Source: an optimization exercise on an open RTL-to-GDS flow (aim: small area). Production flows keep margins and buffers that such runs may drop.
The RTL was checked by simulation tests, not by an equivalence proof against the original design.
No activity file was given, so power comes from the tool's default toggle rates.

==> flow/design.v (excerpt) <==
module main
#(parameter div = 16)
( input rst, input clk,
  input [3:0] row,
  output [3:0] col,
  output rw_out, output rs_out, output e_out, output [7:0] db_out,
  output [6:0] leds
);
clock: 20.0 ns
lec_check: 0
cap_margin: 20
core_margin: 2
core_utilization: 70
slew_margin: 20
standard.sh (not shown) runs the stock make flow with config.mk's settings and CLKGATE_MAP_FILE= SYNTH_SCRIPT=/design/flow/synth_recipe.tcl, a recipe that flattens the netlist after the stock synthesis.
==> flow/flow/run.sh <==
#!/bin/bash
# Layout flow: the standard synthesis with an area-oriented ABC mapping
# script in place of ORFS's delay-oriented one (flow/synth.tcl), then the standard flow's
# standard layout for every later step, with these changes:
#  - port buffers are the smallest buffer (every port still gets one);
#  - one tie cell drives all constant outputs;
#  - the clock tree uses mid-size buffers and no dummy loads (every register
#    is still clocked through the tree, insertion delay balanced by CTS).
# The standard synthesis is run first as a reference: if the registers of
# the area-oriented synthesis (instance names and cell types) differ from
# it in any way, the standard synthesis is used instead.
# Each tool's output goes to a log file here.
set -euo pipefail
W=$PWD
R=$W/orfs/results/${FLOW_PLATFORM}/main/base
export MY_ABC_SCRIPT=$W/flow/area.abc
export FLOW_SYNTH_TCL=$W/synth_recipe.tcl
CTS="$(cat $W/flow/cts_args)"

regs() { grep -E '^ *sky130_fd_sc_hd__(df|edf|sdf|dl)[a-z]*_[0-9]+ ' "$1" | awk '{print $1, $2}' | sort; }

bash standard.sh synth > $W/flow_synth_std.log 2>&1
cp $R/1_2_yosys.v $W/std_1_2_yosys.v
rm -f $R/1_2_yosys.v $R/1_2_yosys.sdc $R/1_synth.odb $R/1_synth.sdc
bash standard.sh SYNTH_SCRIPT=$W/flow/synth.tcl synth > $W/flow_synth.log 2>&1
if ! diff <(regs $W/std_1_2_yosys.v) <(regs $R/1_2_yosys.v) > $W/flow_regs_diff.log 2>&1; then
	echo "registers differ from the standard synthesis; using it" >> $W/flow_regs_diff.log
	rm -f $R/1_2_yosys.v $R/1_2_yosys.sdc $R/1_synth.odb $R/1_synth.sdc
	bash standard.sh synth > $W/flow_synth_fallback.log 2>&1
fi
bash standard.sh SKIP_REPAIR_TIE_FANOUT=1 "BUFFER_PORTS_ARGS=-buffer_cell sky130_fd_sc_hd__buf_1" "CTS_ARGS=$CTS" > $W/flow_layout.log 2>&1
Other scripts of this flow, unchanged in this note and not shown: flow/flow/area.abc, flow/flow/cts_args, flow/flow/synth.tcl
Rerun with:
--- a/flow/design.v
+++ b/flow/design.v
@@ -35,28 +35,37 @@
 	if (rst) begin
 		pc <= 4'd0;
 		m25 <= 5'h1f;
 		blink <= 1'b0;
 	end else begin
 		pc <= pc - {3'd0, ktick};
 		m25 <= (ktick & m25wrap) ? 5'd0 : m25 + {4'd0, ktick};
 		blink <= blink ^ (ktick & pc[0] & m25is23);
 	end
 reg [4:0] K;
+reg [2:0] Q;
 wire rowv = (row == 4'b0111) | (row == 4'b1011) | (row == 4'b1101) | (row == 4'b1110);
 wire [1:0] rowi = {~row[1] | ~row[0], ~row[2] | ~row[0]};
-wire ksamp = ktick & pc[0] & (pc[3] | pc[2] & pc[1]) & (rowv | ~pc[3]);
-always @(posedge clk, posedge rst)
-	if (rst)
+always @(posedge clk, posedge rst)
+	if (rst) begin
 		K <= 5'd0;
-	else if (ksamp)
-		K <= {rowv, ~pc[2:1], rowi};
+		Q <= 3'd0;
+	end else if (ktick) begin
+		case (pc)
+		4'd15, 4'd7: if (rowv) Q <= {1'b1, rowi};
+		4'd13: K <= rowv ? {3'b101, rowi} : {Q[2], 2'b00, Q[1:0]};
+		4'd11: if (rowv) K <= {3'b110, rowi};
+		4'd9: if (rowv) K <= {3'b111, rowi};
+		4'd8: Q <= 3'd0;
+		default: ;
+		endcase
+	end
 assign col = fresh ? 4'b1111 :
              (pc[3:1] == 3'b111) ? 4'b0111 :
              (pc[3:1] == 3'b110) ? 4'b1011 :
              (pc[3:1] == 3'b101) ? 4'b1101 : 4'b1110;
 wire [1:0] kc = K[3:2];
 wire [1:0] kr = K[1:0];
 wire key_none = ~K[4];
 wire key_A = K[4] & (kc == 2'd3) & (kr == 2'd0);
 wire key_digit = K[4] & (kc != 2'd3) & ~((kc != 2'd0) & (kr == 2'd3));
 reg [3:0] kval;
@@ -103,37 +112,41 @@
 					ST_L <= {2'b00, ~ST_L[0]};
 				end else if (key_digit) begin
 					ST <= 2'd3;
 				end else if (!key_none) begin
 					ST <= 2'd1;
 					ST_L <= kop;
 				end
 			end
 		2'd1:
 			if (comp && key_none) ST <= 2'd2;
-		2'd2: begin
-			ST <= 2'd0;
-			ST_L <= 3'd0;
-		end
+		2'd2:
+			if (key_none) begin
+				ST <= 2'd0;
+				ST_L <= 3'd0;
+			end
 		endcase
 	end
 assign leds = {5'd0, (ST == 2'd0) && ST_L[0], ST == 2'd0};
 reg [15:0] X, Y;         
 reg carry;
 reg pend;
 wire obl = (ST == 2'd2);
 wire b1 = (wb == 3'd1);
 wire b2 = (wb == 3'd2);
 wire b3 = (wb == 3'd3);
 wire b4 = (wb == 3'd4);
 wire b5 = (wb == 3'd5);
-wire swap = obl & (b2 | b5) | pend & b1;    
+wire rot = pend & b1;
+wire rot_wr = rot & key_digit;
+wire rot_sw = rot & ~key_digit;
+wire swap = obl & (b2 | b5) | rot_sw;    
 wire halfy = obl & (b1 | b3);            
 wire calc = obl & b3;
 wire dd = obl & b4;
 wire sub = (ST_L == 3'd1);
 wire a = Y[0];
 wire b = X[0];
 wire bb = b ^ sub;
 wire sum = a ^ bb ^ carry;
 reg rop;
 always @*
@@ -164,46 +177,45 @@
 		4'd4, 4'd9: m = 3'd4;
 		default: m = 3'd0;
 		endcase
 		dbl4 = {m, in};
 	end
 endfunction
 function ge5;
 	input [3:0] d;
 	ge5 = d[3] | d[2] & (d[1] | d[0]);
 endfunction
-wire xtop = swap ? Y[0] : r;
-wire selR = swap | calc;
-wire wr = ktick & (ST == 2'd0) & p9 & key_digit;
-wire [3:0] wrd = {4{wr}} & {index == 2'd0, index == 2'd1, index == 2'd2, index == 2'd3};
-wire [15:0] wrm = {{4{wrd[3]}}, {4{wrd[2]}}, {4{wrd[1]}}, {4{wrd[0]}}};
+wire [1:0] q = {index[1] ^ index[0], index[0]};
+wire ins = (k[3:2] == q) ? kval[k[1:0]] : X[0];
+wire xtop = swap ? Y[0] : calc ? r : ins;
+wire selR = swap | calc | rot_wr;
 wire selH = ~selR & ~dd;
 wire ytop = swap ? X[0] : (obl & b3) ? 1'b0 : Y[0];
 wire [15:0] Yr = {ytop, Y[15:13], half4(Y[12], Y[11:9], halfy & (k[3:2] == 2'b00)),
                   half4(Y[8], Y[7:5], halfy & ~k[3]), half4(Y[4], Y[3:1], halfy & ~(k[3] & k[2]))};
 wire [15:0] Yl = {dbl4(Y[15:12], ge5(Y[11:8])), dbl4(Y[11:8], ge5(Y[7:4])),
                   dbl4(Y[7:4], ge5(Y[3:0])), dbl4(Y[3:0], X[15])};
 always @(posedge clk, posedge rst)
 	if (rst) begin
 		X <= 16'd0;
 		Y <= 16'd0;
 	end else begin
-		X <= ({16{selR}} & {xtop, X[15:1]}) | ({16{dd}} & {X[14:0], 1'b0}) | ({16{selH}} & ~wrm & X) | (wrm & {4{kval}});
+		X <= ({16{selR}} & {xtop, X[15:1]}) | ({16{dd}} & {X[14:0], 1'b0}) | ({16{selH}} & X);
 		Y <= dd ? Yl : Yr;
 	end
 always @(posedge clk)
 	carry <= calc ? ((a & bb) | (a & carry) | (bb & carry)) : sub;
 always @(posedge clk, posedge rst)
 	if (rst)
 		pend <= 1'b0;
 	else if (ktick)
-		pend <= (ST == 2'd0) & p9 & (key_A | (~key_none & ~key_digit & ST_L[0]));
+		pend <= (ST == 2'd0) & p9 & (key_digit | key_A | (~key_none & ST_L[0]));
 reg [1:0] g;
 reg [2:0] s;
 reg [1:0] jj;
 wire s_last = s[2] & ~s[1];
 wire g_end = s_last & (jj == 2'd0);
 always @(posedge clk, posedge rst)
 	if (rst) begin
 		g <= 2'd0;
 		s <= 3'b000;
 		jj <= 2'd0;
What happened:
- non-clock buffer count is unchanged
- combinational power came out higher by about 13%
- clock power came out higher by about 2%
- count of clock-buffer cells in the layout stays the same
- wire length came out lower by 6.5%
- hold slack improves by 0.0052 ns
- synthesized area came out higher by about 1.7%
- critical path depth came out higher by 2
- power came out higher by 3.5%

-- what the ideal ports hide --
The flow's constraints put no driver on any port. The routed layouts listed below were extracted and timed again, unchanged, in two steps. Step 1 assumes that a clkbuf_16 drives the clock port and a buf_2 every other input. Step 2 also shifts input and output timing later by t, the mid clock arrival at the registers, as if the neighbouring blocks saw the same clock. Three values: ideal, step 1, step 2; two values: the first two.
| run | t, ns | setup WS [ns] | worst slew at a driven data input, ns |
|---|---|---|---|
| the first run | 0.457 | 13.383 / 13.353 / 13.810 | 0.04 |
| the second run | 0.436 | 13.470 / 13.440 / 13.877 | 0.03 |
After both steps every run listed still meets setup and hold.
